Background: an optimization exercise with open tools, aiming at small area and a short achievable clock period. Do not read the settings as production practice. At most, simulation tests tie the RTL to the original design; equivalence was not proved. Function not checked in run 1: the RTL went through the layout flow alone. Power is estimated from default activity; no workload was simulated.

$ cat design.v
`timescale 1ns/1ps
module fp_mult (
    input  logic        clk,
    input  logic        load,
    input  logic        first,
    input  logic        store,
    input  logic [31:0] a,
    input  logic [31:0] b,
    output logic [31:0] result
);
    logic        sgn;        
    logic [7:0]  exp_s;      
    logic        zero;       
    logic [22:0] man_a;
    logic [23:0] man_b;      
    logic [8:0] exp_sum;
    assign exp_sum = {a[30:23], 1'b1} + {b[30:23], 1'b1};
    always @(posedge clk) begin
        sgn   <= a[31] ^ b[31];
        exp_s <= exp_sum[8:1] ^ 8'h80;
        zero  <= (a[30:0] == 31'd0) || (b[30:0] == 31'd0);
        if (load) begin
            man_a <= a[22:0];
            man_b <= {1'b1, b[22:0]};
        end
        else begin
            man_b <= man_b >> 5;
        end
    end
    logic [4:0] digit;
    assign digit = man_b[4:0];
    logic [25:0] acc_s, acc_c;
    logic        acc_e;
    logic [25:0] x;
    assign x = {1'b1, man_a, 2'b00};
    logic [25:0] ns, nc;
    logic        ne;
    fp_mult_step step (.x(x),
                       .d(digit),
                       .s(first ? 26'd0 : acc_s),
                       .c(first ? 26'd0 : acc_c),
                       .e(acc_e & ~first),
                       .ns(ns),
                       .nc(nc),
                       .ne(ne));
    always @(posedge clk) begin
        acc_s <= ns;
        acc_c <= nc;
        acc_e <= ne;
    end
    logic [7:0] e2;
    logic       s2, z2;
    always @(posedge clk) begin
        if (first) begin
            e2 <= exp_s;
            s2 <= sgn;
            z2 <= zero;
        end
    end
    logic [26:0] p2;
    logic [25:0] p;
    assign p2 = {acc_s, 1'b1} + {acc_c, acc_e};
    assign p  = p2[26:1];
    logic [31:0] r0, r1;
    always @(*) begin
        if (z2)
            r0 = 32'd0;
        else if (e2 == 8'hFF)
            r0 = {s2, 8'hFF, 23'd0};
        else if (e2 == 8'h00)
            r0 = {s2, 8'h00, 23'd0};
        else
            r0 = {s2, e2, p[22:0]};
        if (z2)
            r1 = 32'd0;
        else if (e2 == 8'hFE)
            r1 = {s2, 8'hFF, 23'd0};
        else if (e2 == 8'hFF)
            r1 = {s2, 8'h00, 23'd0};
        else
            r1 = {s2, e2 + 8'd1, p[23:1]};
    end
    always @(posedge clk) begin
        if (store)
            result <= p[24] ? r1 : r0;
    end
endmodule
module fp_mult_step (
    input  logic [25:0] x,
    input  logic [4:0]  d,
    input  logic [25:0] s,
    input  logic [25:0] c,
    input  logic        e,
    output logic [25:0] ns,
    output logic [25:0] nc,
    output logic        ne
);
    logic [25:0] pp0;
    assign pp0 = x & {26{d[0]}};
    logic [25:0] pp1;
    assign pp1 = x & {26{d[1]}};
    logic [25:0] pp2;
    assign pp2 = x & {26{d[2]}};
    logic [25:0] pp3;
    assign pp3 = x & {26{d[3]}};
    logic [25:0] pp4;
    assign pp4 = x & {26{d[4]}};
    logic hs1;
    logic hc2;
    logic fs3;
    logic fc4;
    logic fs5;
    logic fc6;
    logic fs7;
    logic fc8;
    logic fs9;
    logic fc10;
    logic fs11;
    logic fc12;
    logic fs13;
    logic fc14;
    logic fs15;
    logic fc16;
    logic fs17;
    logic fc18;
    logic fs19;
    logic fc20;
    logic fs21;
    logic fc22;
    logic fs23;
    logic fc24;
    logic fs25;
    logic fc26;
    logic fs27;
    logic fc28;
    logic fs29;
    logic fc30;
    logic fs31;
    logic fc32;
    logic fs33;
    logic fc34;
    logic fs35;
    logic fc36;
    logic fs37;
    logic fc38;
    logic fs39;
    logic fc40;
    logic hs41;
    logic hc42;
    logic fs43;
    logic fc44;
    logic hs45;
    logic hc46;
    logic fs47;
    logic fc48;
    logic fs49;
    logic fc50;
    logic fs51;
    logic fc52;
    logic fs53;
    logic fc54;
    logic fs55;
    logic fc56;
    logic fs57;
    logic fc58;
    logic fs59;
    logic fc60;
    logic fs61;
    logic fc62;
    logic fs63;
    logic fc64;
    logic fs65;
    logic fc66;
    logic fs67;
    logic fc68;
    logic fs69;
    logic fc70;
    logic fs71;
    logic fc72;
    logic fs73;
    logic fc74;
    logic fs75;
    logic fc76;
    logic fs77;
    logic fc78;
    logic fs79;
    logic fc80;
    logic fs81;
    logic fc82;
    logic fs83;
    logic fc84;
    logic fs85;
    logic fc86;
    logic fs87;
    logic fc88;
    logic fs89;
    logic fc90;
    logic fs91;
    logic fc92;
    logic fs93;
    logic fc94;
    logic fs95;
    logic fc96;
    logic fs97;
    logic fc98;
    logic fs99;
    logic fc100;
    logic fs101;
    logic fc102;
    logic fs103;
    logic fc104;
    logic fs105;
    logic fc106;
    logic fs107;
    logic fc108;
    logic fs109;
    logic fc110;
    logic fs111;
    logic fc112;
    logic fs113;
    logic fc114;
    logic fs115;
    logic fc116;
    logic fs117;
    logic fc118;
    logic fs119;
    logic fc120;
    logic fs121;
    logic fc122;
    logic fs123;
    logic fc124;
    logic fs125;
    logic fc126;
    logic fs127;
    logic fc128;
    logic hs129;
    logic hc130;
    logic hs131;
    logic hc132;
    logic hs133;
    logic hc134;
    logic fs135;
    logic fc136;
    logic fs137;
    logic fc138;
    logic fs139;
    logic fc140;
    logic fs141;
    logic fc142;
    logic fs143;
    logic fc144;
    logic fs145;
    logic fc146;
    logic fs147;
    logic fc148;
    logic fs149;
    logic fc150;
    logic fs151;
    logic fc152;
    logic fs153;
    logic fc154;
    logic fs155;
    logic fc156;
    logic fs157;
    logic fc158;
    logic fs159;
    logic fc160;
    logic fs161;
    logic fc162;
    logic fs163;
    logic fc164;
    logic fs165;
    logic fc166;
    logic fs167;
    logic fc168;
    logic fs169;
    logic fc170;
    logic fs171;
    logic fc172;
    logic fs173;
    logic fc174;
    logic fs175;
    logic fc176;
    logic fs177;
    logic fc178;
    logic fs179;
    logic fc180;
    logic fs181;
    logic fc182;
    logic hs183;
    logic hc184;
    logic hs185;
    logic hc186;
    logic hs187;
    logic hc188;
    logic fs189;
    logic fc190;
    logic fs191;
    logic fc192;
    logic fs193;
    logic fc194;
    logic fs195;
    logic fc196;
    logic fs197;
    logic fc198;
    logic fs199;
    logic fc200;
    logic fs201;
    logic fc202;
    logic fs203;
    logic fc204;
    logic fs205;
    logic fc206;
    logic fs207;
    logic fc208;
    logic fs209;
    logic fc210;
    logic fs211;
    logic fc212;
    logic fs213;
    logic fc214;
    logic fs215;
    logic fc216;
    logic fs217;
    logic fc218;
    logic fs219;
    logic fc220;
    logic fs221;
    logic fc222;
    logic fs223;
    logic fc224;
    logic fs225;
    logic fc226;
    logic fs227;
    logic fc228;
    logic fs229;
    logic fc230;
    logic fs231;
    logic fc232;
    logic fs233;
    logic fc234;
    logic fs235;
    logic fc236;
    logic fs237;
    logic fc238;
    logic fs239;
    logic fc240;
    logic fs241;
    logic fc242;
    logic hs243;
    logic hc244;
    logic hs245;
    logic hc246;
    logic fs247;
    logic fc248;
    logic fs249;
    logic fc250;
    logic fs251;
    logic fc252;
    logic fs253;
    logic fc254;
    assign hs1 = s[6] ^ c[6];
    assign hc2 = s[6] & c[6];
    fp_fa u_fs3 (.a(s[7]), .b(c[7]), .c(pp0[7]), .s(fs3), .co(fc4));
    fp_fa u_fs5 (.a(s[8]), .b(c[8]), .c(pp0[8]), .s(fs5), .co(fc6));
    fp_fa u_fs7 (.a(s[9]), .b(c[9]), .c(pp0[9]), .s(fs7), .co(fc8));
    fp_fa u_fs9 (.a(s[10]), .b(c[10]), .c(pp0[10]), .s(fs9), .co(fc10));
    fp_fa u_fs11 (.a(s[11]), .b(c[11]), .c(pp0[11]), .s(fs11), .co(fc12));
    fp_fa u_fs13 (.a(s[12]), .b(c[12]), .c(pp0[12]), .s(fs13), .co(fc14));
    fp_fa u_fs15 (.a(s[13]), .b(c[13]), .c(pp0[13]), .s(fs15), .co(fc16));
    fp_fa u_fs17 (.a(s[14]), .b(c[14]), .c(pp0[14]), .s(fs17), .co(fc18));
    fp_fa u_fs19 (.a(s[15]), .b(c[15]), .c(pp0[15]), .s(fs19), .co(fc20));
    fp_fa u_fs21 (.a(s[16]), .b(c[16]), .c(pp0[16]), .s(fs21), .co(fc22));
    fp_fa u_fs23 (.a(s[17]), .b(c[17]), .c(pp0[17]), .s(fs23), .co(fc24));
    fp_fa u_fs25 (.a(s[18]), .b(c[18]), .c(pp0[18]), .s(fs25), .co(fc26));
    fp_fa u_fs27 (.a(s[19]), .b(c[19]), .c(pp0[19]), .s(fs27), .co(fc28));
    fp_fa u_fs29 (.a(s[20]), .b(c[20]), .c(pp0[20]), .s(fs29), .co(fc30));
    fp_fa u_fs31 (.a(s[21]), .b(c[21]), .c(pp0[21]), .s(fs31), .co(fc32));
    fp_fa u_fs33 (.a(s[22]), .b(c[22]), .c(pp0[22]), .s(fs33), .co(fc34));
    fp_fa u_fs35 (.a(s[23]), .b(c[23]), .c(pp0[23]), .s(fs35), .co(fc36));
    fp_fa u_fs37 (.a(s[24]), .b(c[24]), .c(pp0[24]), .s(fs37), .co(fc38));
    fp_fa u_fs39 (.a(s[25]), .b(c[25]), .c(pp0[25]), .s(fs39), .co(fc40));
    assign hs41 = s[4] ^ c[4];
    assign hc42 = s[4] & c[4];
    fp_fa u_fs43 (.a(s[5]), .b(c[5]), .c(pp0[5]), .s(fs43), .co(fc44));
    assign hs45 = pp1[4] ^ pp2[3];
    assign hc46 = pp1[4] & pp2[3];
    fp_fa u_fs47 (.a(hs1), .b(pp0[6]), .c(pp1[5]), .s(fs47), .co(fc48));
    fp_fa u_fs49 (.a(pp2[4]), .b(pp3[3]), .c(pp4[2]), .s(fs49), .co(fc50));
    fp_fa u_fs51 (.a(fs3), .b(pp1[6]), .c(pp2[5]), .s(fs51), .co(fc52));
    fp_fa u_fs53 (.a(pp3[4]), .b(pp4[3]), .c(hc2), .s(fs53), .co(fc54));
    fp_fa u_fs55 (.a(fs5), .b(pp1[7]), .c(pp2[6]), .s(fs55), .co(fc56));
    fp_fa u_fs57 (.a(pp3[5]), .b(pp4[4]), .c(fc4), .s(fs57), .co(fc58));
    fp_fa u_fs59 (.a(fs7), .b(pp1[8]), .c(pp2[7]), .s(fs59), .co(fc60));
    fp_fa u_fs61 (.a(pp3[6]), .b(pp4[5]), .c(fc6), .s(fs61), .co(fc62));
    fp_fa u_fs63 (.a(fs9), .b(pp1[9]), .c(pp2[8]), .s(fs63), .co(fc64));
    fp_fa u_fs65 (.a(pp3[7]), .b(pp4[6]), .c(fc8), .s(fs65), .co(fc66));
    fp_fa u_fs67 (.a(fs11), .b(pp1[10]), .c(pp2[9]), .s(fs67), .co(fc68));
    fp_fa u_fs69 (.a(pp3[8]), .b(pp4[7]), .c(fc10), .s(fs69), .co(fc70));
    fp_fa u_fs71 (.a(fs13), .b(pp1[11]), .c(pp2[10]), .s(fs71), .co(fc72));
    fp_fa u_fs73 (.a(pp3[9]), .b(pp4[8]), .c(fc12), .s(fs73), .co(fc74));
    fp_fa u_fs75 (.a(fs15), .b(pp1[12]), .c(pp2[11]), .s(fs75), .co(fc76));
    fp_fa u_fs77 (.a(pp3[10]), .b(pp4[9]), .c(fc14), .s(fs77), .co(fc78));
    fp_fa u_fs79 (.a(fs17), .b(pp1[13]), .c(pp2[12]), .s(fs79), .co(fc80));
    fp_fa u_fs81 (.a(pp3[11]), .b(pp4[10]), .c(fc16), .s(fs81), .co(fc82));
    fp_fa u_fs83 (.a(fs19), .b(pp1[14]), .c(pp2[13]), .s(fs83), .co(fc84));
    fp_fa u_fs85 (.a(pp3[12]), .b(pp4[11]), .c(fc18), .s(fs85), .co(fc86));
    fp_fa u_fs87 (.a(fs21), .b(pp1[15]), .c(pp2[14]), .s(fs87), .co(fc88));
    fp_fa u_fs89 (.a(pp3[13]), .b(pp4[12]), .c(fc20), .s(fs89), .co(fc90));
    fp_fa u_fs91 (.a(fs23), .b(pp1[16]), .c(pp2[15]), .s(fs91), .co(fc92));
    fp_fa u_fs93 (.a(pp3[14]), .b(pp4[13]), .c(fc22), .s(fs93), .co(fc94));
    fp_fa u_fs95 (.a(fs25), .b(pp1[17]), .c(pp2[16]), .s(fs95), .co(fc96));
    fp_fa u_fs97 (.a(pp3[15]), .b(pp4[14]), .c(fc24), .s(fs97), .co(fc98));
    fp_fa u_fs99 (.a(fs27), .b(pp1[18]), .c(pp2[17]), .s(fs99), .co(fc100));
    fp_fa u_fs101 (.a(pp3[16]), .b(pp4[15]), .c(fc26), .s(fs101), .co(fc102));
    fp_fa u_fs103 (.a(fs29), .b(pp1[19]), .c(pp2[18]), .s(fs103), .co(fc104));
    fp_fa u_fs105 (.a(pp3[17]), .b(pp4[16]), .c(fc28), .s(fs105), .co(fc106));
    fp_fa u_fs107 (.a(fs31), .b(pp1[20]), .c(pp2[19]), .s(fs107), .co(fc108));
    fp_fa u_fs109 (.a(pp3[18]), .b(pp4[17]), .c(fc30), .s(fs109), .co(fc110));
    fp_fa u_fs111 (.a(fs33), .b(pp1[21]), .c(pp2[20]), .s(fs111), .co(fc112));
    fp_fa u_fs113 (.a(pp3[19]), .b(pp4[18]), .c(fc32), .s(fs113), .co(fc114));
    fp_fa u_fs115 (.a(fs35), .b(pp1[22]), .c(pp2[21]), .s(fs115), .co(fc116));
    fp_fa u_fs117 (.a(pp3[20]), .b(pp4[19]), .c(fc34), .s(fs117), .co(fc118));
    fp_fa u_fs119 (.a(fs37), .b(pp1[23]), .c(pp2[22]), .s(fs119), .co(fc120));
    fp_fa u_fs121 (.a(pp3[21]), .b(pp4[20]), .c(fc36), .s(fs121), .co(fc122));
    fp_fa u_fs123 (.a(fs39), .b(pp1[24]), .c(pp2[23]), .s(fs123), .co(fc124));
    fp_fa u_fs125 (.a(pp3[22]), .b(pp4[21]), .c(fc38), .s(fs125), .co(fc126));
    fp_fa u_fs127 (.a(pp1[25]), .b(pp2[24]), .c(pp3[23]), .s(fs127), .co(fc128));
    assign hs129 = pp4[22] ^ fc40;
    assign hc130 = pp4[22] & fc40;
    assign hs131 = pp2[25] ^ pp3[24];
    assign hc132 = pp2[25] & pp3[24];
    assign hs133 = s[3] ^ c[3];
    assign hc134 = s[3] & c[3];
    fp_fa u_fs135 (.a(hs41), .b(pp0[4]), .c(pp1[3]), .s(fs135), .co(fc136));
    fp_fa u_fs137 (.a(fs43), .b(hs45), .c(pp3[2]), .s(fs137), .co(fc138));
    fp_fa u_fs139 (.a(fs47), .b(fs49), .c(fc44), .s(fs139), .co(fc140));
    fp_fa u_fs141 (.a(fs51), .b(fs53), .c(fc48), .s(fs141), .co(fc142));
    fp_fa u_fs143 (.a(fs55), .b(fs57), .c(fc52), .s(fs143), .co(fc144));
    fp_fa u_fs145 (.a(fs59), .b(fs61), .c(fc56), .s(fs145), .co(fc146));
    fp_fa u_fs147 (.a(fs63), .b(fs65), .c(fc60), .s(fs147), .co(fc148));
    fp_fa u_fs149 (.a(fs67), .b(fs69), .c(fc64), .s(fs149), .co(fc150));
    fp_fa u_fs151 (.a(fs71), .b(fs73), .c(fc68), .s(fs151), .co(fc152));
    fp_fa u_fs153 (.a(fs75), .b(fs77), .c(fc72), .s(fs153), .co(fc154));
    fp_fa u_fs155 (.a(fs79), .b(fs81), .c(fc76), .s(fs155), .co(fc156));
    fp_fa u_fs157 (.a(fs83), .b(fs85), .c(fc80), .s(fs157), .co(fc158));
    fp_fa u_fs159 (.a(fs87), .b(fs89), .c(fc84), .s(fs159), .co(fc160));
    fp_fa u_fs161 (.a(fs91), .b(fs93), .c(fc88), .s(fs161), .co(fc162));
    fp_fa u_fs163 (.a(fs95), .b(fs97), .c(fc92), .s(fs163), .co(fc164));
    fp_fa u_fs165 (.a(fs99), .b(fs101), .c(fc96), .s(fs165), .co(fc166));
    fp_fa u_fs167 (.a(fs103), .b(fs105), .c(fc100), .s(fs167), .co(fc168));
    fp_fa u_fs169 (.a(fs107), .b(fs109), .c(fc104), .s(fs169), .co(fc170));
    fp_fa u_fs171 (.a(fs111), .b(fs113), .c(fc108), .s(fs171), .co(fc172));
    fp_fa u_fs173 (.a(fs115), .b(fs117), .c(fc112), .s(fs173), .co(fc174));
    fp_fa u_fs175 (.a(fs119), .b(fs121), .c(fc116), .s(fs175), .co(fc176));
    fp_fa u_fs177 (.a(fs123), .b(fs125), .c(fc120), .s(fs177), .co(fc178));
    fp_fa u_fs179 (.a(fs127), .b(hs129), .c(fc124), .s(fs179), .co(fc180));
    fp_fa u_fs181 (.a(hs131), .b(pp4[23]), .c(fc128), .s(fs181), .co(fc182));
    assign hs183 = pp3[25] ^ pp4[24];
    assign hc184 = pp3[25] & pp4[24];
    assign hs185 = s[0] ^ c[0];
    assign hc186 = s[0] & c[0];
    assign hs187 = s[1] ^ c[1];
    assign hc188 = s[1] & c[1];
    fp_fa u_fs189 (.a(s[2]), .b(c[2]), .c(pp0[2]), .s(fs189), .co(fc190));
    fp_fa u_fs191 (.a(hs133), .b(pp0[3]), .c(pp1[2]), .s(fs191), .co(fc192));
    fp_fa u_fs193 (.a(fs135), .b(pp2[2]), .c(hc134), .s(fs193), .co(fc194));
    fp_fa u_fs195 (.a(fs137), .b(hc42), .c(fc136), .s(fs195), .co(fc196));
    fp_fa u_fs197 (.a(fs139), .b(hc46), .c(fc138), .s(fs197), .co(fc198));
    fp_fa u_fs199 (.a(fs141), .b(fc50), .c(fc140), .s(fs199), .co(fc200));
    fp_fa u_fs201 (.a(fs143), .b(fc54), .c(fc142), .s(fs201), .co(fc202));
    fp_fa u_fs203 (.a(fs145), .b(fc58), .c(fc144), .s(fs203), .co(fc204));
    fp_fa u_fs205 (.a(fs147), .b(fc62), .c(fc146), .s(fs205), .co(fc206));
    fp_fa u_fs207 (.a(fs149), .b(fc66), .c(fc148), .s(fs207), .co(fc208));
    fp_fa u_fs209 (.a(fs151), .b(fc70), .c(fc150), .s(fs209), .co(fc210));
    fp_fa u_fs211 (.a(fs153), .b(fc74), .c(fc152), .s(fs211), .co(fc212));
    fp_fa u_fs213 (.a(fs155), .b(fc78), .c(fc154), .s(fs213), .co(fc214));
    fp_fa u_fs215 (.a(fs157), .b(fc82), .c(fc156), .s(fs215), .co(fc216));
    fp_fa u_fs217 (.a(fs159), .b(fc86), .c(fc158), .s(fs217), .co(fc218));
    fp_fa u_fs219 (.a(fs161), .b(fc90), .c(fc160), .s(fs219), .co(fc220));
    fp_fa u_fs221 (.a(fs163), .b(fc94), .c(fc162), .s(fs221), .co(fc222));
    fp_fa u_fs223 (.a(fs165), .b(fc98), .c(fc164), .s(fs223), .co(fc224));
    fp_fa u_fs225 (.a(fs167), .b(fc102), .c(fc166), .s(fs225), .co(fc226));
    fp_fa u_fs227 (.a(fs169), .b(fc106), .c(fc168), .s(fs227), .co(fc228));
    fp_fa u_fs229 (.a(fs171), .b(fc110), .c(fc170), .s(fs229), .co(fc230));
    fp_fa u_fs231 (.a(fs173), .b(fc114), .c(fc172), .s(fs231), .co(fc232));
    fp_fa u_fs233 (.a(fs175), .b(fc118), .c(fc174), .s(fs233), .co(fc234));
    fp_fa u_fs235 (.a(fs177), .b(fc122), .c(fc176), .s(fs235), .co(fc236));
    fp_fa u_fs237 (.a(fs179), .b(fc126), .c(fc178), .s(fs237), .co(fc238));
    fp_fa u_fs239 (.a(fs181), .b(hc130), .c(fc180), .s(fs239), .co(fc240));
    fp_fa u_fs241 (.a(hs183), .b(hc132), .c(fc182), .s(fs241), .co(fc242));
    assign hs243 = pp4[25] ^ hc184;
    assign hc244 = pp4[25] & hc184;
    assign hs245 = hs185 ^ e;
    assign hc246 = hs185 & e;
    fp_fa u_fs247 (.a(hs187), .b(hc186), .c(hc246), .s(fs247), .co(fc248));
    fp_fa u_fs249 (.a(fs189), .b(hc188), .c(fc248), .s(fs249), .co(fc250));
    fp_fa u_fs251 (.a(fs191), .b(fc190), .c(fc250), .s(fs251), .co(fc252));
    fp_fa u_fs253 (.a(fs193), .b(fc192), .c(fc252), .s(fs253), .co(fc254));
    assign ns[0] = fs195;
    assign nc[0] = fc194;
    assign ns[1] = fs197;
    assign nc[1] = fc196;
    assign ns[2] = fs199;
    assign nc[2] = fc198;
    assign ns[3] = fs201;
    assign nc[3] = fc200;
    assign ns[4] = fs203;
    assign nc[4] = fc202;
    assign ns[5] = fs205;
    assign nc[5] = fc204;
    assign ns[6] = fs207;
    assign nc[6] = fc206;
    assign ns[7] = fs209;
    assign nc[7] = fc208;
    assign ns[8] = fs211;
    assign nc[8] = fc210;
    assign ns[9] = fs213;
    assign nc[9] = fc212;
    assign ns[10] = fs215;
    assign nc[10] = fc214;
    assign ns[11] = fs217;
    assign nc[11] = fc216;
    assign ns[12] = fs219;
    assign nc[12] = fc218;
    assign ns[13] = fs221;
    assign nc[13] = fc220;
    assign ns[14] = fs223;
    assign nc[14] = fc222;
    assign ns[15] = fs225;
    assign nc[15] = fc224;
    assign ns[16] = fs227;
    assign nc[16] = fc226;
    assign ns[17] = fs229;
    assign nc[17] = fc228;
    assign ns[18] = fs231;
    assign nc[18] = fc230;
    assign ns[19] = fs233;
    assign nc[19] = fc232;
    assign ns[20] = fs235;
    assign nc[20] = fc234;
    assign ns[21] = fs237;
    assign nc[21] = fc236;
    assign ns[22] = fs239;
    assign nc[22] = fc238;
    assign ns[23] = fs241;
    assign nc[23] = fc240;
    assign ns[24] = hs243;
    assign nc[24] = fc242;
    assign ns[25] = hc244;
    assign nc[25] = 1'b0;
    assign ne = fc254;
endmodule
module fp_fa (
    input  logic a,
    input  logic b,
    input  logic c,
    output logic s,
    output logic co
);
    assign {co, s} = {1'b0, a} + {1'b0, b} + {1'b0, c};
endmodule
`timescale 1ns/1ps
module fp_add (
    input  logic        clk,
    input  logic        rst,
    input  logic        add,
    input  logic        update,
    input  logic        run,
    input  logic [31:0] b,
    output logic [31:0] sum
);
    logic [31:0] a;
    assign a = sum;
    logic za, zb;
    always @(posedge clk)
        za <= (a[30:0] == 31'd0);
    assign zb = (b[30:23] == 8'd0);
    logic [23:0] man_a, man_b;
    assign man_a = {~za, a[22:0]};
    assign man_b = {~zb, b[22:0]};
    logic [8:0] diff;
    logic [7:0] mag;
    assign diff = {1'b0, a[30:23]} - {1'b0, b[30:23]};
    assign mag  = diff[8] ? -diff[7:0] : diff[7:0];
    logic       swap;
    logic [4:0] shamt;
    always @(posedge clk) begin
        swap  <= diff[8];
        shamt <= (mag[7:5] != 3'd0) ? 5'd31 : mag[4:0];
    end
    logic        swap_r;
    logic [23:0] minor;
    always @(posedge clk) begin
        swap_r <= swap;
        minor  <= (swap ? man_a : man_b) >> shamt;
    end
    logic        larger;     
    logic        s_sgn;
    logic [7:0]  s_exp;
    logic [24:0] s_man;
    always @(posedge clk) begin
        if (add) begin
            s_sgn <= (za && zb) ? 1'b0 : (larger ? a[31] : b[31]);
            s_exp <= swap_r ? b[30:23] : a[30:23];
            s_man <= {1'b0, swap_r ? man_b : man_a} + {1'b0, minor};
        end
    end
    always @(posedge clk or negedge rst) begin
        if (!rst)
            larger <= 1'b0;
        else if (add && run)
            larger <= !diff[8] && (diff[7:0] != 8'd0 || a[22:0] > b[22:0]);
    end
    logic norm;
    assign norm = s_man[24] && !s_man[23] && (s_exp != 8'd0);
    always @(posedge clk or negedge rst) begin
        if (!rst)
            sum <= 32'd0;
        else if (update)
            sum <= {s_sgn, s_exp + {7'd0, norm}, norm ? s_man[23:1] : s_man[22:0]};
    end
endmodule
`timescale 1ns/1ps
module PE (
    input clk,
    input rst,
    input logic [31:0] PE_in_a,
    input logic [31:0] PE_in_b,
    output logic [31:0] PE_out_r
);
    logic [4:0] pm;      
    logic [5:0] pa;      
    logic       run;     
    always @(posedge clk or negedge rst) begin
        if (!rst) begin
            pm  <= 5'b00001;
            pa  <= 6'b000001;
            run <= 1'b0;
        end
        else begin
            pm <= {pm[3:0], pm[4]};
            pa <= {pa[4:0], pa[5]};
            if (pa[5])
                run <= 1'b1;
        end
    end
    logic [31:0] prod;
    fp_mult uut_1 (.clk(clk),
                   .load(pm[0]),
                   .first(pm[1]),
                   .store(pm[1] & ~pa[2]),
                   .a(PE_in_a),
                   .b(PE_in_b),
                   .result(prod));
    fp_add uut_2 (.clk(clk),
                  .rst(rst),
                  .add((pa[4] & ~pm[2]) | (pa[3] & pm[1])),
                  .update(pa[5] & run),
                  .run(run),
                  .b(prod),
                  .sum(PE_out_r));
endmodule
$ cat flow/run.sh
#!/bin/bash
set -euo pipefail
bash standard.sh finish SETUP_SLACK_MARGIN=8.4 "BUFFER_PORTS_ARGS=-buffer_cell sky130_fd_sc_hd__buf_2" SYNTH_KEEP_MODULES=fp_fa > flow.log 2>&1
$ cat constraint.sdc
create_clock -name core_clock -period 12.0 [get_ports {clk}]
set_input_delay 2.4000 -clock core_clock [delete_from_list [all_inputs] [get_ports {clk}]]
set_output_delay 2.4000 -clock core_clock [all_outputs]
set_load 0.01 [all_outputs]
$ cat config.mk
export PLATFORM = sky130hd
export DESIGN_NAME = PE
export DESIGN_NICKNAME = PE
export VERILOG_FILES = /design/flow/design.v
export SDC_FILE = /design/flow/constraint.sdc
export NUM_CORES = 4
export LEC_CHECK = 0
export CAP_MARGIN = 20
export CORE_MARGIN = 2
export CORE_UTILIZATION = 55
export CTS_CLUSTER_DIAMETER = 80
export CTS_CLUSTER_SIZE = 24
export SLEW_MARGIN = 20
$ cat standard.sh
#!/bin/bash
# synth_recipe.tcl (not shown) runs the flow's synth.tcl, then flattens the netlist and writes it again
# the make line also repeats each setting of config.mk as NAME=value (left out here)
make -C /OpenROAD-flow-scripts/flow DESIGN_CONFIG=/design/flow/config.mk WORK_HOME=/design/flow/orfs CLKGATE_MAP_FILE= SYNTH_SCRIPT=/design/flow/synth_recipe.tcl "${@:-finish}"
==> results of run 1 <==
worst paths after layout:
path / endpoint / depth (start not counted) / slack [ns] / from
min in group asynchronous: uut_2.sum[30] / 1 / 1.85 / rst
setup / recovery: PE_out_r[30] / 1 / 8.43 / uut_2.sum[30]
setup reg to reg: uut_2.s_man[18] / 12 / 8.58 / uut_1.result[0]
hold / removal: pa[2] / 0 / 0.36 / pa[1]
hold reg to reg: pa[2] / 0 / 0.36 / pa[1]
max in group asynchronous: uut_2.sum[17] / 2 / 9.58 / rst
synth_stat cells (8+ instances only):
library cell,n
nand3_1,31
and2_1,122
nor2_1,101
xnor2_1,46
buf_1,9
o21bai_1,10
inv_1,63
xor2_1,15
o31ai_1,8
ha_1,102
a211oi_1,8
a21o_1,41
o22ai_1,18
o21ai_0,52
nand2_1,91
nor4_1,23
edfxtp_1,99
dfxtp_1,118
a31oi_1,12
fa_1,120
and3_1,17
nor2b_1,58
nor3_1,18
dfrtp_1,43
mux2i_1,35
mux2_2,57
clkbuf_1,50
nand4_1,20
mux4_2,16
a21oi_1,102
cell families after synthesis:
logic type,after synthesis
AO/OA/AOI/OAI,321
XOR/XNOR,61
adder cells (fa/ha/maj),222
buffers and inverters,133
flip-flops,262
multiplexers,108
other,1
AND/OR/NAND/NOR,512
per-module statistics from Yosys, one instance, submodules excluded:
| module | cell area [sq um] | cells | copies in the design |
|---|---|---|---|
| PE | 15000 | 1504 | 1 |
| fp_fa | 20.0 | 1 | 116 |
cell type report:
class                      count  area, sq um
tap                          402          503
timing repair buffer         121          714
fill                        2651        12300
multi-input combinational   1225        10400
clock inverter                14          158
inverter                      64          258
clock buffer                  20          479
sequential                   262         6500
sequential cells by signal, indices dropped and copies added (netlist names), 23 cells and up:
| register | count |
|---|---|
| uut_2.minor | 24 |
| uut_1.result | 32 |
| uut_2.sum | 32 |
| uut_1.man_b | 24 |
| uut_1.acc_c | 25 |
| uut_2.s_man | 25 |
| uut_1.man_a | 23 |
| uut_1.acc_s | 26 |
power by group:
part           internal (mW)  total [mW]  switching, mW
registers              0.926       0.928        0.00188
logic                 0.0196      0.0430         0.0234
clock network          0.315       0.677          0.361
total                   1.26        1.65          0.387
timing repair:
item	4_1_cts	5_1_grt
pin swaps	0	1
cloned	0	0
hold endpoints to repair	0	0
endpoints found under the setup margin	23	15
buffers inserted	10	5
resized for setup	23	9
stage by stage:
| step | hold WS (ns) | instances |
|---|---|---|
| after floorplan | 0.331 | 1620 |
| after global placement | 0.334 | 2056 |
| after detailed placement | 0.336 | 2057 |
| after CTS | 0.367 | 2101 |
| after global routing | 0.373 | 2108 |
| final | 0.362 | 2108 |
layer usage:
layer | track usage | vias up | part of all wire
met5 | 0 | - | 0
met4 | 0.0654 | 0 | 0.024
met3 | 0.0225 | 54 | 0.032
met2 | 0.438 | 257 | 0.48
met1 | 0.356 | 5920 | 0.46
li1 | - | 5907 | -
==> results.cfg, run 1 <==
[run_status]
status = finished clean

[logic_synthesis]
synth.area.top_cells = edfxtp_1 17%, fa_1 14%, dfxtp_1 14%
synth_mux_area_frac = 0.0780
synthXorXnorAreaFrac = 0.0308
synth_enable_flop_cells = 99
synth-seq-area-share = 0.373
synth_ff_type = dfxtp_1
synth_top_area_cell = edfxtp_1
syn_inst = 1620
synth-compound-area-share = 0.121
yosysWarnings = 3
post_synth_fa_ha_maj_area_fraction = 0.212
avgSynthCellArea_sq_um = 10.7
syn_area_sq_mm = 0.0173
synth_simple_gate_area_frac = 0.155
synth_top_area_frac = 0.171
synth_top_family_by_area = adder cells
ys_ff_latch = 262
async_flop_share = 0.172
yosysUniqueCellTypes = 83
synth_nets = 1908

[finish]
area_delta_synth_final_pct = 9.85
final_common_cell = and2_1
utilization = 0.609
num-nets-final = 1981
layout-drive-gt1-share = 0.171
layout_common_cells = 121 x and2_1, 119 x fa_1, 116 x dfxtp_1, 101 x ha_1
n_antenna_cell = 0
design_area_sq_mm = 0.0191

[routing]
vias = 12100
drt-total-wl_mm = 40.7
route.detailed.drc = 0
wl_per_cell_um = 19.3
drtAntennaViolNets = 0
vias_per_cell = 5.76
drt-initial-drc-count = 721
first_pass_iters = 5

[floorplan]
dieHeight_um = 182
die_x_um = 182
rows = 65
ioPinCount = 98
initial_core_util = 0.554
core_region_area_sq_mm = 0.0313
die-area_sq_mm = 0.0330

[grt]
antenna_found_initial = 0
grt_pass1_wl_mm = 67.4
grt_pass1_vias = 12400
grt_max_degree = 66
grt-ovfl-total = 0
globalRouteTotalUtil = 0.257

[setup_path]
slowest_stage = dfrtp_2
timing_worst_setup_path_type = flop to output pin
arrival_ns = 1.17
critical_path.max_fanout = 5
critical_path.max_stage_delay_ns = 0.49
crit_path_end_kind = output pin
crit_required_ns = 9.60
crit_family = flip-flops
startpoint_type = flop
crit_path_cell_trace = buf_2
path_buf_inv = 1

[pwr]
p_per_area_mw_per_mm2 = 86.5
power.leakage_nw = 8.68
totalPowerFinal_mw = 1.65
ir_drop_v = 0.000133

[sta]
fin_ws_ns = 8.43
finalMaxSlewViolations = 0
setup_viol = 0
clock_skew_ns = 0.0230
max_slew_margin = 0.271
hold_violations = 0
tightestPinTransition_ns = 1.09
fin_crit_sh = 0.298
fin_crit_ns = 3.57
rsz0062_at_grt = no
setup_tns_ns = 0
maxClockFrequency_ghz = 0.280

[flow_run]
max_cap_violations = 0

[placement]
portBuffers = 97
gp_congestion = 0.880
pre_cts_slack_ns = 8.00
dp_hpwl_mm = 30.9
placed_area_sq_mm = 0.0182

[clock_network]
cts_tree = built
clk_pin_slew_ns = 0.09
htreeDepth = 1
clock_sinks = 262
root_buffer = clkbuf_16
cts-buffers-inserted = 19
clock_latency_ns = 0.53
clk_path_buf_depth = 3
ctsHoldBuffers = 0

[worst_hold_path]
min_path_type = flop to flop
==> run 2, diff against run 1 <==
--- a/design.v
+++ b/design.v
@@ -573,8 +573,6 @@
     logic [31:0] a;
     assign a = sum;
     logic za, zb;
-    always @(posedge clk)
-        za <= (a[30:0] == 31'd0);
     assign zb = (b[30:23] == 8'd0);
     logic [23:0] man_a, man_b;
     assign man_a = {~za, a[22:0]};
@@ -614,11 +612,17 @@
     end
     logic norm;
     assign norm = s_man[24] && !s_man[23] && (s_exp != 8'd0);
+    logic [31:0] next;
+    assign next = {s_sgn, s_exp + {7'd0, norm}, norm ? s_man[23:1] : s_man[22:0]};
     always @(posedge clk or negedge rst) begin
-        if (!rst)
+        if (!rst) begin
             sum <= 32'd0;
-        else if (update)
-            sum <= {s_sgn, s_exp + {7'd0, norm}, norm ? s_man[23:1] : s_man[22:0]};
+            za  <= 1'b1;
+        end
+        else if (update) begin
+            sum <= next;
+            za  <= (next[30:0] == 31'd0);
+        end
     end
 endmodule
 `timescale 1ns/1ps
--- a/config.mk
+++ b/config.mk
@@ -7,7 +7,7 @@
 export LEC_CHECK = 0
 export CAP_MARGIN = 20
 export CORE_MARGIN = 2
-export CORE_UTILIZATION = 55
+export CORE_UTILIZATION = 50
 export CTS_CLUSTER_DIAMETER = 80
 export CTS_CLUSTER_SIZE = 24
 export SLEW_MARGIN = 20
==> results.cfg, run 2 <==
[logic_synthesis]
synth_ff_type = dfxtp_1
ys_ff_latch = 262
yosysUniqueCellTypes = 68
avgSynthCellArea_sq_um = 10.5
synth_nets = 1940
syn_area_sq_mm = 0.0173
synth.area.top_cells = edfxtp_1 17%, fa_1 14%, dfxtp_1 14%
async_flop_share = 0.176
syn_inst = 1652
synth_enable_flop_cells = 99
synth-seq-area-share = 0.374
post-synth-top-count-cell = nand2_1
synth_top_area_cell = edfxtp_1
yosysWarnings = 3
synth_top_area_frac = 0.172
synth_common_cells = 137 x nand2_1, 122 x and2_1, 120 x fa_1

[floorplan]
dieHeight_um = 190
die-area_sq_mm = 0.0361
initial_core_util = 0.505
ioPinCount = 98
die_x_um = 190
rows = 68
core_region_area_sq_mm = 0.0343

[run_status]
status = finished clean

[routing]
route.detailed.drc = 0
drt-initial-drc-count = 582
drt-total-wl_mm = 41.7
vias = 12300
first_pass_iters = 6
wl_per_cell_um = 19.1
vias_per_cell = 5.64
drtAntennaViolNets = 0

[sta]
setup_viol = 0
rsz0062_at_grt = yes
hold_violations = 0
fin_crit_ns = 3.56
tightestPinTransition_ns = 1.05
clock_skew_ns = 0.0253
fin_crit_sh = 0.297
maxClockFrequency_ghz = 0.281
setup_tns_ns = 0
finalMaxSlewViolations = 0
max_slew_margin = 0.301

[clock_network]
cts-buffers-inserted = 18
clock_sinks = 262
clock_latency_ns = 0.52
cts_tree = built
clk_pin_slew_ns = 0.10
root_buffer = clkbuf_16
ctsHoldBuffers = 0
clk_path_buf_depth = 3
htreeDepth = 1

[pwr]
ir_drop_v = 0.0000830
power.leakage_nw = 8.72
p_per_area_mw_per_mm2 = 86.3

[grt]
grt_max_degree = 66
globalRouteTotalUtil = 0.235
antenna_found_initial = 0
grt-ovfl-total = 0
grt_pass1_wl_mm = 67.1
grt_pass1_vias = 12600

[finish]
top_regs = uut_1.result (32), uut_2.sum (32), uut_1.acc_s (26)
multiInputGateArea_sq_mm = 0.0104
layout_common_cells = 137 x nand2_1, 121 x and2_1, 119 x fa_1, 116 x dfxtp_1, 105 x nor2_1
num-nets-final = 2009
area_delta_synth_final_pct = 9.96
nFillCells = 3033
layout-drive-gt1-share = 0.158
final_cells = 2188
n_antenna_cell = 0
final_common_cell = nand2_1
ff_latch_area_sq_mm = 0.00650

[placement]
place_inst = 2147
gp_congestion = 0.888
portBuffers = 97
dp_hpwl_mm = 32.3

[setup_path]
crit_path_cell_trace = buf_2
crit_path_end_kind = output pin
path_buf_inv = 1
crit_family = flip-flops
critical_path.max_stage_delay_ns = 0.47
arrival_ns = 1.16
timing_worst_setup_path_type = flop to output pin
crit_required_ns = 9.60
startpoint_type = flop
critical_path.max_fanout = 6
slowest_stage = dfrtp_1

[worst_hold_path]
min_path_type = flop to flop

[flow_run]
max_cap_violations = 0
-- run 2: per-stage QoR --
step                      utilization  power [mW]  setup slack (ns)  area, sq um  hold slack, ns
final                           0.555        1.64              8.44        19000           0.358
after global routing            0.555        1.70              8.37        19000           0.370
after CTS                       0.552        1.66              8.32        18900           0.361
after detailed placement        0.532       0.991              7.81        18200           0.338
after global placement          0.532       0.990              7.67        18200           0.337
after floorplan                     -       0.967              8.34        17300           0.329
-- run 2: cells by family (layout without fill, tap and decap cells) --
logic type | after synthesis | count (layout) | share of synthesized area
compound gates | 302 | 302 | 0.112
xor+xnor | 66 | 66 | 0.0338
fa+ha+maj | 222 | 222 | 0.213
buf+inv | 136 | 217 | 0.0304
flops | 262 | 262 | 0.374
mux | 91 | 91 | 0.0682
other cells | 1 | 1 | 0.000217
simple gates | 572 | 572 | 0.169
-- run 2: final cells by class --
class / instances / share of cell area
Clock inverter: 7 / 0.00552
Multi-Input combinational cell: 1254 / 0.545
Inverter: 64 / 0.0126
Sequential cell: 262 / 0.341
Tap cell: 455 / 0.0299
Timing Repair Buffer: 121 / 0.0376
Clock buffer: 25 / 0.0278
-- run 2: power breakdown --
group	internal (mW)	total (mW)	leakage (nW)	switching (mW)
Combinational	0.0192	0.0420	6.13	0.0228
Clock	0.331	0.671	0.308	0.340
Sequential	0.926	0.928	2.27	0.00204
-- run 2: path summary, 6_finish.rpt --
path	from	endpoint	slack (ns)	cells after the start
setup / recovery	uut_2.sum[21]	PE_out_r[21]	8.44	1
setup reg to reg	uut_2.swap_r	uut_2.s_man[22]	8.50	12
hold reg to reg	pm[4]	pm[0]	0.36	0
max in group asynchronous	rst	pm[1]	9.58	2
hold / removal	pm[4]	pm[0]	0.36	0
min in group asynchronous	rst	pm[2]	1.97	2
-- run 2: per-module statistics from Yosys (local to each module, per instance) --
module / cell area, sq um / flops+latches / times used
fp_fa: 20.0 / 0 / 116
PE: 15000 / 262 / 1
-- run 2: per-layer routing --
metal  vias to the layer above  GRT usage  share of wire
met4                         0     0.0620          0.027
li1                       5972          -              -
met1                      6009      0.314           0.45
met2                       297      0.411           0.49
met5                         -          0              0
met3                        61     0.0208          0.034
-- run 2: timing repair --
item                                    4_1_cts  5_1_grt
setup buffers                                 2        5
gates cloned                                  0        1
resized for setup                            18        9
endpoints found under the setup margin       22       13
pin swaps                                     0        1
==> run 3, diff against run 2 <==
--- a/config.mk
+++ b/config.mk
@@ -7,7 +7,8 @@
 export LEC_CHECK = 0
 export CAP_MARGIN = 20
 export CORE_MARGIN = 2
-export CORE_UTILIZATION = 50
+export CORE_UTILIZATION = 55
 export CTS_CLUSTER_DIAMETER = 80
 export CTS_CLUSTER_SIZE = 24
 export SLEW_MARGIN = 20
+export TNS_END_PERCENT = 30
==> results.cfg, run 3 <==
[setup_path]
arrival_ns = 1.25
crit_path_cell_trace = buf_2
timing_worst_setup_path_type = flop to output pin
crit_end = PE_out_r[20]
reg2reg_to = uut_2.s_man[22]
critical_path.max_fanout = 6
crit_family = flip-flops
rr_worst_depth = 12
reg2reg_slack_ns = 8.50
crit_path_end_kind = output pin
startpoint_type = flop
startpoint = uut_2.sum[20]
critical_path.max_stage_delay_ns = 0.53
regToRegStartpoint = uut_2.swap_r
path_buf_inv = 1
path_depth = 1
crit_required_ns = 9.60
slowest_stage = dfrtp_1

[grt]
grt_pass1_vias = 12600
globalRouteTotalUtil = 0.253
antenna_found_initial = 0
grt-ovfl-total = 0
grt_max_degree = 66
grt_pass1_wl_mm = 66.5

[sta]
fin_crit_sh = 0.304
setup_viol = 0
max_slew_margin = 0.372
rsz0062_at_grt = yes
hold_violations = 0
tightestPinTransition_ns = 0.941
clock_skew_ns = 0.0317
finalMaxSlewViolations = 0
maxClockFrequency_ghz = 0.274
setup_tns_ns = 0
fin_crit_ns = 3.65

[logic_synthesis]
synth_nets = 1940
synth_enable_flop_cells = 99
syn_inst = 1652
synth.area.top_cells = edfxtp_1 17%, fa_1 14%, dfxtp_1 14%
synth_common_cells = 137 x nand2_1, 122 x and2_1, 120 x fa_1
yosysUniqueCellTypes = 68
avgSynthCellArea_sq_um = 10.5
ys_ff_latch = 262
synth_top_area_frac = 0.172
yosysWarnings = 3
syn_area_sq_mm = 0.0173
synth_top_area_cell = edfxtp_1
async_flop_share = 0.176
post-synth-top-count-cell = nand2_1
synth_ff_type = dfxtp_1
synth-seq-area-share = 0.374

[finish]
final_common_cell = nand2_1
n_antenna_cell = 0
layout-drive-gt1-share = 0.145
top_regs = uut_1.result (32), uut_2.sum (32), uut_1.acc_s (26)
area_delta_synth_final_pct = 8.83
num-nets-final = 2001
layout_common_cells = 137 x nand2_1, 121 x and2_1, 119 x fa_1, 116 x dfxtp_1, 105 x nor2_1
design_area_sq_mm = 0.0188
utilization = 0.613

[routing]
vias_per_cell = 5.81
route.detailed.drc = 0
vias = 12300
drtAntennaViolNets = 0
drt-initial-drc-count = 685
first_pass_iters = 5
drt-total-wl_mm = 40.6
wl_per_cell_um = 19.1

[pwr]
ir_drop_v = 0.0000899
power.leakage_nw = 8.68
p_per_area_mw_per_mm2 = 86.2

[floorplan]
rows = 64
dieHeight_um = 181
ioPinCount = 98
core_region_area_sq_mm = 0.0307
initial_core_util = 0.563
die_x_um = 181
die-area_sq_mm = 0.0329

[placement]
gp_congestion = 0.892
dp_hpwl_mm = 31.4
placed_area_sq_mm = 0.0181
portBuffers = 97

[clock_network]
ctsHoldBuffers = 0
cts-buffers-inserted = 18
cts_tree = built
clk_path_buf_depth = 3
htreeDepth = 1
clk_pin_slew_ns = 0.09
root_buffer = clkbuf_16
clock_latency_ns = 0.54
clock_sinks = 262

[worst_hold_path]
min_path_type = flop to flop

[flow_run]
max_cap_violations = 0

[run_status]
status = finished clean
[run 3: cell counts after synthesis]
No cell type changed its count.
[run 3: how the worst min path moves through the flow]
stage,start,slack [ns],cells after the start,to
after floorplan,uut_2.swap,0.33,0,uut_2.swap_r
after CTS,pm[4],0.36,0,pm[0]
after global placement,pm[4],0.33,0,pm[0]
final,pa[1],0.36,0,pa[2]
after detailed placement,pa[1],0.34,0,pa[2]
after global routing,pm[4],0.37,0,pm[0]
[run 3: kinds of logic after synthesis]
logic type      after synthesis  share of synthesized area
xor+xnor                     66                     0.0338
compound gates              302                      0.112
flops                       262                      0.374
fa+ha+maj                   222                      0.213
buf+inv                     136                     0.0304
simple gates                572                      0.169
mux                          91                     0.0682
other cells                   1                   0.000217
[run 3: final cells by class]
class | instances | area [sq um]
Fill cell | 2546 | 11900
Inverter | 64 | 240
Clock buffer | 22 | 465
Tap cell | 396 | 495
Sequential cell | 262 | 6480
Multi-Input combinational cell | 1254 | 10400
Timing Repair Buffer | 113 | 636
Clock inverter | 10 | 130
[run 3: stage by stage]
step           hold WS, ns  setup WS, ns  total power, mW  std cells
5_1_grt              0.372          8.33             1.68       2121
4_1_cts              0.360          8.33             1.65       2119
2_1_floorplan        0.329          8.34            0.967       1652
6_report             0.358          8.35             1.62       2121
3_3_place_gp         0.335          7.77            0.989       2087
3_5_place_dp         0.340          7.73            0.990       2087
[run 3: routing by layer]
| metal | vias up | global-route usage | routed length [um] |
|---|---|---|---|
| li1 | 5952 | - | - |
| met1 | 6007 | 0.343 | 18200 |
| met2 | 296 | 0.423 | 19300 |
| met3 | 66 | 0.0259 | 1490 |
| met4 | 0 | 0.0933 | 1640 |
| met5 | - | 0 | 0 |
[run 3: modules after synthesis (local to each module, per instance)]
module / cells / flip-flops and latches / cell area, sq um / copies in the design
PE: 1536 / 262 / 15000 / 1
fp_fa: 1 / 0 / 20.0 / 116
[run 3: repair_timing]
| item | in CTS | in global routing |
|---|---|---|
| endpoints found under the setup margin | 19 | 22 |
| pin swaps | 0 | 2 |
| setup buffers | 0 | 1 |
| gates resized for setup | 7 | 6 |
| gates cloned | 0 | 1 |
[run 3: power by group]
part           switching (mW)  internal [mW]
sequential            0.00181          0.926
clock                   0.354          0.300
combinational          0.0227         0.0192
==> run 4, diff against run 3 <==
--- a/config.mk
+++ b/config.mk
@@ -11,4 +11,4 @@
 export CTS_CLUSTER_DIAMETER = 80
 export CTS_CLUSTER_SIZE = 24
 export SLEW_MARGIN = 20
-export TNS_END_PERCENT = 30
+export TNS_END_PERCENT = 60
==> results.cfg, run 4 <==
[clock_network]
ctsHoldBuffers = 0
cts_tree = built
clock_latency_ns = 0.52
htreeDepth = 1
clock_sinks = 262
cts-buffers-inserted = 18
clk_path_buf_depth = 3
clk_pin_slew_ns = 0.09
root_buffer = clkbuf_16

[sta]
maxClockFrequency_ghz = 0.276
setup_tns_ns = 0
clock_skew_ns = 0.0268
tightestPinTransition_ns = 0.984
fin_crit_sh = 0.302
hold_violations = 0
setup_viol = 0
max_slew_margin = 0.343
fin_crit_ns = 3.63
finalMaxSlewViolations = 0
rsz0062_at_grt = yes

[routing]
route.detailed.drc = 0
vias = 12400
vias_per_cell = 5.84
drtAntennaViolNets = 0
drt-initial-drc-count = 770
wl_per_cell_um = 19.3
drt-total-wl_mm = 41.0
first_pass_iters = 6

[setup_path]
timing_worst_setup_path_type = flop to output pin
crit_required_ns = 9.60
slowest_stage = dfrtp_1
crit_family = flip-flops
critical_path.max_fanout = 6
critical_path.max_stage_delay_ns = 0.53
crit_path_cell_trace = buf_2
arrival_ns = 1.23
crit_path_end_kind = output pin
path_buf_inv = 1
startpoint_type = flop

[grt]
grt-ovfl-total = 0
grt_pass1_wl_mm = 66.1
busiest_layer = met2
use_met2 = 0.428
grt_pass1_vias = 12500
met3_usage = 0.0207
globalRouteTotalUtil = 0.251
grt_max_degree = 66
groute.layer.met1.usage = 0.344
antenna_found_initial = 0

[placement]
portBuffers = 97
gp_congestion = 0.885
dp_hpwl_mm = 31.6

[logic_synthesis]
synth_top_area_cell = edfxtp_1
synth.area.top_cells = edfxtp_1 17%, fa_1 14%, dfxtp_1 14%
synth_nets = 1940
async_flop_share = 0.176
synth_top_area_frac = 0.172
synth_common_cells = 137 x nand2_1, 122 x and2_1, 120 x fa_1
avgSynthCellArea_sq_um = 10.5
syn_area_sq_mm = 0.0173
synth_enable_flop_cells = 99
yosysUniqueCellTypes = 68
synth_ff_type = dfxtp_1
yosysWarnings = 3
syn_inst = 1652
post-synth-top-count-cell = nand2_1
ys_ff_latch = 262
synth-seq-area-share = 0.374

[finish]
area_delta_synth_final_pct = 9.01
final_common_cell = nand2_1
layout_common_cells = 137 x nand2_1, 121 x and2_1, 119 x fa_1, 116 x dfxtp_1, 105 x nor2_1
num-nets-final = 1999
nFillCells = 2599
top_regs = uut_1.result (32), uut_2.sum (32), uut_1.acc_s (26)
utilization = 0.614
n_antenna_cell = 0
layout-drive-gt1-share = 0.148

[flow_run]
max_cap_violations = 0

[floorplan]
initial_core_util = 0.563
dieHeight_um = 181
die-area_sq_mm = 0.0329
core_region_area_sq_mm = 0.0307
die_x_um = 181
ioPinCount = 98
rows = 64

[run_status]
status = finished clean

[pwr]
ir_drop_v = 0.000108
p_per_area_mw_per_mm2 = 86.7
power.leakage_nw = 8.68
totalPowerFinal_mw = 1.64

[worst_hold_path]
min_path_type = flop to flop
run 4: cell counts after synthesis:
Identical to the previous run, type by type.
run 4: cell type report:
| type | instances | area (sq um) | share of cell area |
|---|---|---|---|
| clock buffer | 22 | 507 | 0.0269 |
| clock inverter | 10 | 123 | 0.00650 |
| inverter | 64 | 240 | 0.0127 |
| multi-input combinational | 1254 | 10400 | 0.551 |
| sequential | 262 | 6480 | 0.344 |
| tap | 396 | 495 | 0.0263 |
| timing repair buffer | 111 | 621 | 0.0329 |
run 4: logic make-up after synthesis:
logic type	synth area share
compound gates	0.112
xor+xnor	0.0338
fa+ha+maj	0.213
buf+inv	0.0304
flops	0.374
mux	0.0682
other cells	0.000217
simple gates	0.169
run 4: final timing paths:
check | start | endpoint | slack (ns) | depth (start not counted)
hold reg to reg | pm[3] | pm[4] | 0.36 | 0
min in group asynchronous | rst | pm[2] | 1.97 | 2
setup / recovery | uut_2.sum[9] | PE_out_r[9] | 8.37 | 1
setup reg to reg | uut_2.swap_r | uut_2.s_man[22] | 8.47 | 12
hold / removal | pm[3] | pm[4] | 0.36 | 0
max in group asynchronous | rst | pm[1] | 9.56 | 2
run 4: power by group:
group          leakage (nW)  internal, mW  switching, mW
combinational          6.08        0.0191         0.0228
sequential             2.29         0.926        0.00175
clock                 0.304         0.320          0.346
run 4: per-stage QoR:
| stage | setup WS, ns | cells | hold slack [ns] | area [sq um] |
|---|---|---|---|---|
| floorplan | 8.34 | 1652 | 0.329 | 17300 |
| global placement | 8.13 | 2085 | 0.333 | 18100 |
| detailed placement | 8.04 | 2085 | 0.337 | 18100 |
| CTS | 8.36 | 2117 | 0.367 | 18800 |
| global route | 8.35 | 2119 | 0.379 | 18900 |
| finish | 8.37 | 2119 | 0.362 | 18900 |
run 4: routing by layer:
metal / wire [um] / vias up / share of wire
met2: 19800 / 350 / 0.48
met1: 18400 / 6015 / 0.45
met4: 1280 / 0 / 0.031
li1: - / 5948 / -
met3: 1500 / 61 / 0.037
met5: 0 / - / 0
run 4: modules after synthesis, one instance, submodules excluded:
module,copies in the design,cell area [sq um]
fp_fa,116,20.0
PE,1,15000
run 4: timing repair:
action | 4_1_cts | 5_1_grt
resized for setup | 11 | 6
cloned | 0 | 1
setup endpoints to repair | 16 | 13
pin swaps | 0 | 1
setup buffers | 0 | 1
==> run 5, diff against run 4 <==
--- a/config.mk
+++ b/config.mk
@@ -11,4 +11,3 @@
 export CTS_CLUSTER_DIAMETER = 80
 export CTS_CLUSTER_SIZE = 24
 export SLEW_MARGIN = 20
-export TNS_END_PERCENT = 60
==> results.cfg, run 5 <==
[run_status]
status = finished clean

[setup_path]
regToRegStartpoint = uut_2.swap_r
crit_path_cell_trace = buf_2
timing_worst_setup_path_type = flop to output pin
reg2reg_slack_ns = 8.54
startpoint = uut_2.sum[15]
crit_family = flip-flops
crit_required_ns = 9.60
arrival_ns = 1.17
critical_path.max_fanout = 6
startpoint_type = flop
slowest_stage = dfrtp_2
reg2reg_to = uut_2.s_man[22]
crit_path_end_kind = output pin
rr_worst_depth = 14
path_depth = 1
crit_end = PE_out_r[15]
critical_path.max_stage_delay_ns = 0.49
path_buf_inv = 1

[pwr]
power.net_switching_mw = 0.354
power.leakage_nw = 8.62
ir_drop_v = 0.000112
intPower_mw = 1.22
p_per_area_mw_per_mm2 = 83.9
clockPowerShare = 0.385
totalPowerFinal_mw = 1.58
switching_share = 0.225
p_seq_frac = 0.589
comb_power_share = 0.026

[routing]
drtAntennaViolNets = 0
vias = 12300
drt-initial-drc-count = 644
wl_per_cell_um = 19.1
drt-total-wl_mm = 40.5
first_pass_iters = 5
route.detailed.drc = 0
vias_per_cell = 5.79

[finish]
design_area_sq_mm = 0.0188
final_cells = 2119
num-nets-final = 2001
layout_common_cells = 137 x nand2_1, 121 x and2_1, 119 x fa_1, 116 x dfxtp_1, 105 x nor2_1
area_delta_synth_final_pct = 8.54
final_common_cell = nand2_1
top_regs = uut_1.result (32), uut_2.sum (32), uut_1.acc_s (26)
layout-drive-gt1-share = 0.153
utilization = 0.611
n_antenna_cell = 0

[placement]
gp_congestion = 0.901
portBuffers = 97
dp_hpwl_mm = 31.3
place_inst = 2086
placed_area_sq_mm = 0.0181
pre_cts_slack_ns = 7.86

[logic_synthesis]
synth_top_area_cell = edfxtp_1
yosysWarnings = 3
synth_common_cells = 137 x nand2_1, 122 x and2_1, 120 x fa_1
synth_ff_type = dfxtp_1
async_flop_share = 0.176
synth.area.top_cells = edfxtp_1 17%, fa_1 14%, dfxtp_1 14%
synth_top_area_frac = 0.172
post-synth-top-count-cell = nand2_1
yosysUniqueCellTypes = 68
syn_area_sq_mm = 0.0173
synth_nets = 1940
synth-seq-area-share = 0.374
avgSynthCellArea_sq_um = 10.5
synth_enable_flop_cells = 99
ys_ff_latch = 262
syn_inst = 1652

[clock_network]
cts-buffers-inserted = 17
clk_pin_slew_ns = 0.08
clk_path_buf_depth = 3
clock_sinks = 262
cts_tree = built
htreeDepth = 1
ctsHoldBuffers = 0
root_buffer = clkbuf_16
clock_latency_ns = 0.51

[sta]
fin_crit_sh = 0.297
clock_skew_ns = 0.0134
rsz0062_at_grt = yes
max_slew_margin = 0.278
fin_ws_ns = 8.43
setup_tns_ns = 0
whs_ns = 0.355
finalMaxSlewViolations = 0
fin_crit_ns = 3.57
setup_viol = 0
maxClockFrequency_ghz = 0.280
hold_violations = 0
tightestPinTransition_ns = 1.07

[grt]
globalRouteTotalUtil = 0.253
grt_max_degree = 66
grt_pass1_vias = 12500
antenna_found_initial = 0
grt-ovfl-total = 0
grt_pass1_wl_mm = 66.4

[flow_run]
max_cap_violations = 0

[floorplan]
rows = 64
initial_core_util = 0.563
die-area_sq_mm = 0.0329
dieHeight_um = 181
die_x_um = 181
ioPinCount = 98
core_region_area_sq_mm = 0.0307

[worst_hold_path]
min_path_type = flop to flop
whs_path_depth = 0
## run 5: power by group through the flow
stage	logic, mW	registers [mW]	clock network (mW)
finish	0.0414	0.928	0.606
global route	0.0469	0.929	0.656
global placement	0.0414	0.948	0
detailed placement	0.0419	0.948	0
CTS	0.0421	0.928	0.629
floorplan	0.0192	0.948	0
## run 5: worst register-to-register path, stage by stage (launching register included)
cell and delay [ns]:
dfxtp_4 0.37, buf_12 0.16, nand2_1 0.06, o21ai_0 0.08, ha_1 0.24, fa_1 0.43
a21o_1 0.21, a21oi_2 0.20, o21ai_1 0.12, a211o_1 0.37, a221oi_4 0.32, o21ai_0 0.17
a31o_2 0.25, a21oi_1 0.17, xnor2_1 0.07
## run 5: modules after synthesis, one instance, submodules excluded
module / times used / cell area [sq um]
PE: 1 / 15000
fp_fa: 116 / 20.0
## run 5: how the worst min path moves through the flow
stage | from | endpoint | slack [ns]
after floorplan | uut_2.swap | uut_2.swap_r | 0.33
after global placement | pm[4] | pm[0] | 0.34
after detailed placement | pm[4] | pm[0] | 0.34
after CTS | pm[4] | pm[0] | 0.36
after global routing | pm[4] | pm[0] | 0.36
final | pm[4] | pm[0] | 0.35
## run 5: logic make-up after synthesis
kind of cell    count (synthesis)  share of synthesized area
other cells                     1                   0.000217
xor+xnor                       66                     0.0338
compound gates                302                      0.112
mux                            91                     0.0682
fa+ha+maj                     222                      0.213
flops                         262                      0.374
simple gates                  572                      0.169
buf+inv                       136                     0.0304
## run 5: layout make-up
cell class / count / area, sq um
Clock buffer: 20 / 437
Clock inverter: 9 / 90.1
Fill cell: 2595 / 12000
Inverter: 64 / 240
Multi-Input combinational cell: 1254 / 10400
Sequential cell: 262 / 6500
Tap cell: 396 / 495
Timing Repair Buffer: 114 / 646
## run 5: what timing repair did
item | 4_1_cts | 5_1_grt
setup endpoints to repair | 19 | 14
pin swaps | 0 | 1
setup buffers | 1 | 2
resized for setup | 15 | 11
## run 5: metal layers
| layer | GRT usage | vias up | routed length [um] | share of wire |
|---|---|---|---|---|
| li1 | - | 5958 | - | - |
| met1 | 0.341 | 5989 | 18000 | 0.44 |
| met2 | 0.438 | 269 | 19800 | 0.49 |
| met3 | 0.0239 | 59 | 1510 | 0.037 |
| met4 | 0.0709 | 0 | 1190 | 0.029 |
| met5 | 0 | - | 0 | 0 |
==> run 6, diff against run 5 <==
--- a/config.mk
+++ b/config.mk
@@ -8,6 +8,6 @@
 export CAP_MARGIN = 20
 export CORE_MARGIN = 2
 export CORE_UTILIZATION = 55
-export CTS_CLUSTER_DIAMETER = 80
-export CTS_CLUSTER_SIZE = 24
+export CTS_CLUSTER_DIAMETER = 90
+export CTS_CLUSTER_SIZE = 30
 export SLEW_MARGIN = 20
==> results.cfg, run 6 <==
[grt]
grt_pass1_wl_mm = 66.0
grt_max_degree = 66
grt-ovfl-total = 0
globalRouteTotalUtil = 0.252
grt_pass1_vias = 12400
antenna_found_initial = 0

[placement]
gp_congestion = 0.901
dp_hpwl_mm = 31.3
portBuffers = 97
placed_area_sq_mm = 0.0181

[sta]
setup_viol = 0
tightestPinTransition_ns = 1.03
clock_skew_ns = 0.0148
maxClockFrequency_ghz = 0.280
whs_ns = 0.358
rsz0062_at_grt = yes
fin_crit_ns = 3.58
fin_crit_sh = 0.298
max_slew_margin = 0.307
setup_tns_ns = 0
hold_violations = 0
finalMaxSlewViolations = 0

[setup_path]
slowest_stage = dfrtp_2
arrival_ns = 1.18
reg2reg_to = uut_2.s_man[22]
rr_worst_depth = 14
crit_required_ns = 9.60
critical_path.max_stage_delay_ns = 0.49
crit_path_cell_trace = buf_2
critical_path.max_fanout = 5
path_buf_inv = 1
startpoint_type = flop
crit_path_end_kind = output pin
timing_worst_setup_path_type = flop to output pin
reg2reg_slack_ns = 8.55
crit_family = flip-flops
regToRegStartpoint = uut_2.swap_r

[pwr]
comb_power_share = 0.026
clockPowerShare = 0.381
switching_share = 0.227
power.leakage_nw = 8.63
totalPowerFinal_mw = 1.57
p_per_area_mw_per_mm2 = 83.3
ir_drop_v = 0.0000986
intPower_mw = 1.21
p_seq_frac = 0.593
power.net_switching_mw = 0.356

[logic_synthesis]
async_flop_share = 0.176
synth_top_area_cell = edfxtp_1
syn_area_sq_mm = 0.0173
post-synth-top-count-cell = nand2_1
yosysWarnings = 3
synth-seq-area-share = 0.374
synth.area.top_cells = edfxtp_1 17%, fa_1 14%, dfxtp_1 14%
yosysUniqueCellTypes = 68
synth_nets = 1940
syn_inst = 1652
ys_ff_latch = 262
synth_ff_type = dfxtp_1
synth_enable_flop_cells = 99
synth_top_area_frac = 0.172
synth_common_cells = 137 x nand2_1, 122 x and2_1, 120 x fa_1
avgSynthCellArea_sq_um = 10.5

[worst_hold_path]
min_path_type = flop to flop
whs_path_depth = 0
min_to = pm[0]
min-delay-start = pm[4]

[routing]
route.detailed.drc = 0
drt-total-wl_mm = 40.4
vias = 12300
wl_per_cell_um = 19.1
vias_per_cell = 5.78
drt-initial-drc-count = 616
first_pass_iters = 5
drtAntennaViolNets = 0

[floorplan]
ioPinCount = 98
die-area_sq_mm = 0.0329
core_region_area_sq_mm = 0.0307
die_x_um = 181
initial_core_util = 0.563
dieHeight_um = 181
rows = 64

[finish]
layout-drive-gt1-share = 0.154
n_antenna_cell = 0
layout_common_cells = 137 x nand2_1, 121 x and2_1, 119 x fa_1, 116 x dfxtp_1, 105 x nor2_1
area_delta_synth_final_pct = 8.66
top_regs = uut_1.result (32), uut_2.sum (32), uut_1.acc_s (26)
final_common_cell = nand2_1
num-nets-final = 2002
nFillCells = 2594
design_area_sq_mm = 0.0188

[clock_network]
clock_sinks = 262
cts_tree = built
clock_latency_ns = 0.51
htreeDepth = 1
root_buffer = clkbuf_16
cts-buffers-inserted = 15
clk_path_buf_depth = 3
clk_pin_slew_ns = 0.11

[run_status]
status = finished clean

[flow_run]
max_cap_violations = 0
## run 6: per-module statistics from Yosys, one instance, submodules excluded
| module | flip-flops and latches | copies in the design | cells | cell area, sq um |
|---|---|---|---|---|
| fp_fa | 0 | 116 | 1 | 20.0 |
| PE | 262 | 1 | 1536 | 15000 |
## run 6: through the flow
step / setup WS, ns / cells / util
2_1_floorplan: 8.34 / 1652 / -
3_3_place_gp: 7.90 / 2086 / 0.590
4_1_cts: 8.40 / 2112 / 0.608
5_1_grt: 8.37 / 2118 / 0.612
3_5_place_dp: 7.86 / 2086 / 0.590
6_report: 8.42 / 2118 / 0.612
## run 6: final cells by class
type	count	area, sq um	share of cell area
clock inverter	8	113	0.00599
sequential	262	6500	0.346
clock buffer	17	404	0.0215
inverter	64	240	0.0128
tap	396	495	0.0263
multi-input combinational	1254	10400	0.552
timing repair buffer	117	674	0.0359
## run 6: per-layer routing
metal,global-route usage,part of all wire
met5,0,0
met2,0.433,0.48
met3,0.0263,0.038
met4,0.0719,0.027
met1,0.341,0.45
## run 6: worst max-delay path by stage
stage / startpoint / cells after the start / to
global placement: PE_in_a[23] / 4 / uut_1.zero
finish: uut_2.sum[22] / 1 / PE_out_r[22]
CTS: uut_2.sum[19] / 1 / PE_out_r[19]
floorplan: PE_in_a[23] / 9 / uut_1.exp_s[6]
detailed placement: PE_in_a[23] / 4 / uut_1.zero
global route: uut_2.swap_r / 14 / uut_2.s_man[22]
## run 6: power by group through the flow
stage               Combinational, mW  Clock, mW  Sequential, mW
finish                         0.0413      0.597           0.928
global route                   0.0469      0.645           0.929
CTS                            0.0421      0.618           0.928
detailed placement             0.0419          0           0.948
global placement               0.0414          0           0.948
floorplan                      0.0192          0           0.948
## run 6: kinds of logic after synthesis
| kind of cell | Yosys count | share of synthesized area |
|---|---|---|
| AOI/OAI and AO/OA | 302 | 0.112 |
| adders and majority gates | 222 | 0.213 |
| and+or+nand+nor | 572 | 0.169 |
| xor gates and xnor gates | 66 | 0.0338 |
| DFF | 262 | 0.374 |
| muxes | 91 | 0.0682 |
| buffers and inverters | 136 | 0.0304 |
| other | 1 | 0.000217 |
## run 6: worst reg2reg max path: stages (launching register included)
cell	delay (ns)
dfxtp_4	0.38
buf_12	0.16
nand2_1	0.06
o21ai_0	0.08
ha_1	0.24
fa_1	0.43
a21o_1	0.20
a21oi_2	0.19
o21ai_1	0.12
a211o_1	0.37
a221oi_4	0.33
o21ai_0	0.17
a31o_2	0.25
a21oi_1	0.16
xnor2_1	0.07
## run 6: timing repair
| item | 4_1_cts | 5_1_grt |
|---|---|---|
| pin swaps | 0 | 1 |
| hold buffers | 0 | 0 |
| setup endpoints to repair | 20 | 17 |
| buffers inserted | 1 | 5 |
| resized for setup | 16 | 13 |

static timing again, ports no longer ideal:
Ports are ideal in the flow. The routed layouts listed here were re-timed in OpenROAD.
Step 1, drivers: a clkbuf_16 drives clk and a buf_2 each remaining input, both assumed.
Step 2 adds t to the input delays and takes it off the output delays; t is the mean of the earliest and latest rising clock arrival at the registers after step 1. Input paths then give back, and output paths get back, about the clock's delay inside the block.
a / b / c = ideal ports / drivers / drivers and shift; a / b = the first two.
| run | shift t [ns] | setup WS [ns] | hold WS [ns] | clock arrival spread, ns | cell pins on the clock port's net |
|---|---|---|---|---|---|
| run 1 | 0.568 | 8.430 / 8.379 / 8.049 | 0.362 / 0.362 / 0.362 | 0.026 / 0.026 | 1 |
| run 2 | 0.561 | 8.435 / 8.384 / 8.067 | 0.358 / 0.358 / 0.358 | 0.029 / 0.029 | 1 |
| run 3 | 0.579 | 8.349 / 8.295 / 8.088 | 0.358 / 0.358 / 0.358 | 0.033 / 0.033 | 1 |
| run 4 | 0.562 | 8.373 / 8.318 / 8.092 | 0.362 / 0.362 / 0.362 | 0.027 / 0.027 | 1 |
| run 5 | 0.557 | 8.434 / 8.383 / 7.977 | 0.355 / 0.355 / 0.355 | 0.014 / 0.014 | 1 |
| run 6 | 0.556 | 8.423 / 8.371 / 8.027 | 0.358 / 0.358 / 0.358 | 0.016 / 0.016 | 1 |
After both steps every run listed still meets setup and hold. The setup slack of run 5, which loses most, moves by -0.051 ns with the drivers and by -0.457 ns with both steps.
